Source: an optimization exercise on an open RTL-to-GDS flow (aim: small area). Production flows keep margins and buffers that such runs may drop.
The RTL was checked by simulation tests, not by an equivalence proof against the original design.
Power and IR drop assume default switching activity.

## exp/quartz
Design fpu_ss_top, start of the top module:
module fpu_ss_top (
    input  logic        clk_i,
    input  logic        rst_ni,
    input  logic        x_compressed_valid_i,
    output logic        x_compressed_ready_o,
    input  logic [15:0] x_compressed_instr_i,
    output logic [31:0] x_compressed_resp_instr_o,
    output logic        x_compressed_resp_accept_o,
    input  logic        x_issue_valid_i,
    output logic        x_issue_ready_o,
    input  logic [31:0] x_issue_instr_i,
    input  logic [ 1:0] x_issue_mode_i,
    input  logic [ 3:0] x_issue_id_i,
    input  logic [31:0] x_issue_rs0_i,
    input  logic [31:0] x_issue_rs1_i,
    input  logic [31:0] x_issue_rs2_i,
    input  logic [ 2:0] x_issue_rs_valid_i,
    output logic        x_issue_resp_accept_o,
    output logic        x_issue_resp_writeback_o,
    output logic        x_issue_resp_loadstore_o,
    input  logic        x_commit_valid_i,
    input  logic [ 3:0] x_commit_id_i,
    input  logic        x_commit_kill_i,
    output logic        x_mem_valid_o,
    input  logic        x_mem_ready_i,
    output logic [ 3:0] x_mem_id_o,
    output logic [31:0] x_mem_addr_o,
    output logic [ 1:0] x_mem_mode_o,
    output logic [ 1:0] x_mem_size_o,
    output logic        x_mem_we_o,
    output logic [31:0] x_mem_wdata_o,
    input  logic        x_mem_result_valid_i,
    input  logic [31:0] x_mem_result_rdata_i,
    output logic        x_result_valid_o,
    input  logic        x_result_ready_i,
    output logic [ 3:0] x_result_id_o,
    output logic [31:0] x_result_data_o,
    output logic [ 4:0] x_result_rd_o,
    output logic        x_result_we_o,
    output logic [ 2:0] x_result_ecswe_o,
    output logic [ 5:0] x_result_ecsdata_o,
    output logic        fpu_in_valid_o,
    input  logic        fpu_in_ready_i,
    output logic [95:0] fpu_operands_o,
    output logic [ 2:0] fpu_rnd_mode_o,
    output logic [ 4:0] fpu_op_o,
    output logic        fpu_op_mod_o,
    output logic [ 2:0] fpu_src_fmt_o,
    output logic [ 2:0] fpu_src2_fmt_o,
    output logic [ 2:0] fpu_dst_fmt_o,
    output logic [ 1:0] fpu_int_fmt_o,
    output logic        fpu_vectorial_op_o,
    output logic [ 9:0] fpu_tag_o,
    input  logic        fpu_out_valid_i,
    output logic        fpu_out_ready_o,
    input  logic [31:0] fpu_result_i,
    input  logic [ 4:0] fpu_status_i,
    input  logic [ 9:0] fpu_tag_i
);
Size: about 4900 cells after synthesis, ~1100 flip-flops, about 55000 sq um of cells after synthesis.
Settings: LEC_CHECK=0, ABC_CLOCK_PERIOD_IN_PS=15000, CAP_MARGIN=20, CORE_MARGIN=2, CORE_UTILIZATION=45, CTS_CLUSTER_DIAMETER=70, CTS_CLUSTER_SIZE=22, SETUP_SLACK_MARGIN=0.7, SLEW_MARGIN=20; clock period 15.0 ns.
standard.sh (not shown) runs the stock make flow with config.mk's settings and CLKGATE_MAP_FILE= SYNTH_SCRIPT=/design/flow/synth_recipe.tcl, a recipe that flattens the netlist after the stock synthesis.
==> flow/flow/run.sh <==
#!/bin/bash
# Own layout flow: the standard layout (standard.sh) with these changes.
#  1. Synthesis is the standard flow's synthesis script (synth_recipe.tcl, sourcing ORFS's
#     synth.tcl) with the ABC script replaced by flow/area.abc, an area-oriented
#     mapping (the clock period leaves plenty of slack), and with the register
#     file array module (fpu_ss_regfile) mapped by ABC on its own before the
#     design is flattened (SYNTH_KEEP_MODULES). The registers, their names and
#     cell types are those of the standard synthesis.
#  2. Ports are buffered with sky130_fd_sc_hd__buf_1.
# Each tool's output goes to a log file in this folder.
set -euo pipefail
W=$(pwd)

# synthesis script with the ABC script replaced
sed "s#^source \$::env(SCRIPTS_DIR)/synth_preamble.tcl#&\nset abc_args [lreplace \$abc_args 1 1 $W/flow/area.abc]#" \
  "$FLOW_HOME/scripts/synth.tcl" > "$W/flow_synth.tcl"
grep -q "flow/area.abc" "$W/flow_synth.tcl"
sed "s#source \$::env(SCRIPTS_DIR)/synth.tcl#source $W/flow_synth.tcl#" synth_recipe.tcl > "$W/flow_synth_recipe.tcl"
grep -q "flow_synth.tcl" "$W/flow_synth_recipe.tcl"
# The standard flow's config, and the register file module kept apart until ABC has run
cp config.mk "$W/flow_config.mk"
echo "export SYNTH_KEEP_MODULES = fpu_ss_regfile" >> "$W/flow_config.mk"
sed -e "s#$W/synth_recipe.tcl#$W/flow_synth_recipe.tcl#" -e "s#DESIGN_CONFIG=$W/config.mk#DESIGN_CONFIG=$W/flow_config.mk#" \
  standard.sh > "$W/flow_standard.sh"
grep -q "flow_synth_recipe.tcl" "$W/flow_standard.sh"
grep -q "flow_config.mk" "$W/flow_standard.sh"

bash "$W/flow_standard.sh" synth > "$W/synth.log" 2>&1
bash standard.sh "BUFFER_PORTS_ARGS=-buffer_cell sky130_fd_sc_hd__buf_1" finish > "$W/layout.log" 2>&1
==> flow/flow/area.abc <==
strash
balance
rewrite
refactor
balance
rewrite
rewrite -z
balance
refactor -z
rewrite -z
balance
dch
amap
topo
> inputs changed (exp/quartz -> exp/cedar)
- a change of CORE_UTILIZATION from 45 to 48
- a change of CTS_CLUSTER_DIAMETER from 70 to 75
- a change of CTS_CLUSTER_SIZE from 22 to 24
- a change of SETUP_SLACK_MARGIN from 0.7 to 1.0
[summary]
exp/cedar against exp/quartz: sequential share of layout area about even, slew at the pin closest to its max-slew limit fell 0.087 ns, sequential cell area about even, final count of negative-setup-slack endpoints about even. The post-route fraction of the period consumed by the critical path reported for exp/cedar is smaller than that of exp/quartz by 0.78 points. Placer congestion estimate: exp/cedar > exp/quartz.
### exp/cedar -> exp/xenon
- changing CTS_CLUSTER_DIAMETER from 75 to 70
- changing CORE_UTILIZATION from 48 to 45
- changing CTS_CLUSTER_SIZE from 24 to 22
- changing SETUP_SLACK_MARGIN from 1.0 to 0.5
[summary]
Summary of exp/xenon over exp/cedar: combinational power share went down by 0.8 points, worst slack after detailed placement went up by 0.58 ns, share of the final layout cell area in multi-input gates went down by 0.56 points, clock insertion delay at the later pin of the skew report went up by 0.02 ns, initial core utilization went down by 3.0 points.
Area of the die, exp/xenon vs exp/cedar: up by a few percent
In terms of hold slack, exp/xenon and exp/cedar differ only marginally.
Higher internal power was reported by exp/xenon, not exp/cedar.
When the final numbers for exp/cedar and exp/xenon were put side by side, the global-route usage turned out to be smaller in exp/xenon.
Clock-buffer cell count (exp/cedar / exp/xenon): 0.865

==> port drivers added, routing unchanged <==
How much do the figures lean on ideal ports? The routed layouts below were timed once more, with nothing changed but the port constraints. Step 1 sets driving cells, clkbuf_16 on the clock port and buf_2 on the other inputs (assumed; they add their load-dependent delay and slew). Step 2 times the ports against the registers' clock, not the clock port: input delays grow and output delays shrink by t, the midpoint of the rising clock arrivals with the driver on. Slacks: ideal / step 1 / step 2; pairs: ideal / step 1.
| run | t, ns | setup WS [ns] | latest minus earliest clock arrival (ns) | worst register clock-pin slew, ns |
|---|---|---|---|---|
| exp/quartz | 0.804 | 0.710 / 0.646 / 0.646 | 0.052 / 0.052 | 0.10 / 0.10 |
| exp/cedar | 0.800 | 0.827 / 0.797 / 0.797 | 0.052 / 0.052 | 0.11 / 0.11 |
| exp/xenon | 0.810 | 0.699 / 0.670 / 0.670 | 0.047 / 0.048 | 0.10 / 0.10 |
After both steps setup and hold are still met in every run listed. For exp/quartz, which loses most, drivers alone change the setup slack by -0.064 ns; drivers and shift together by -0.064 ns.
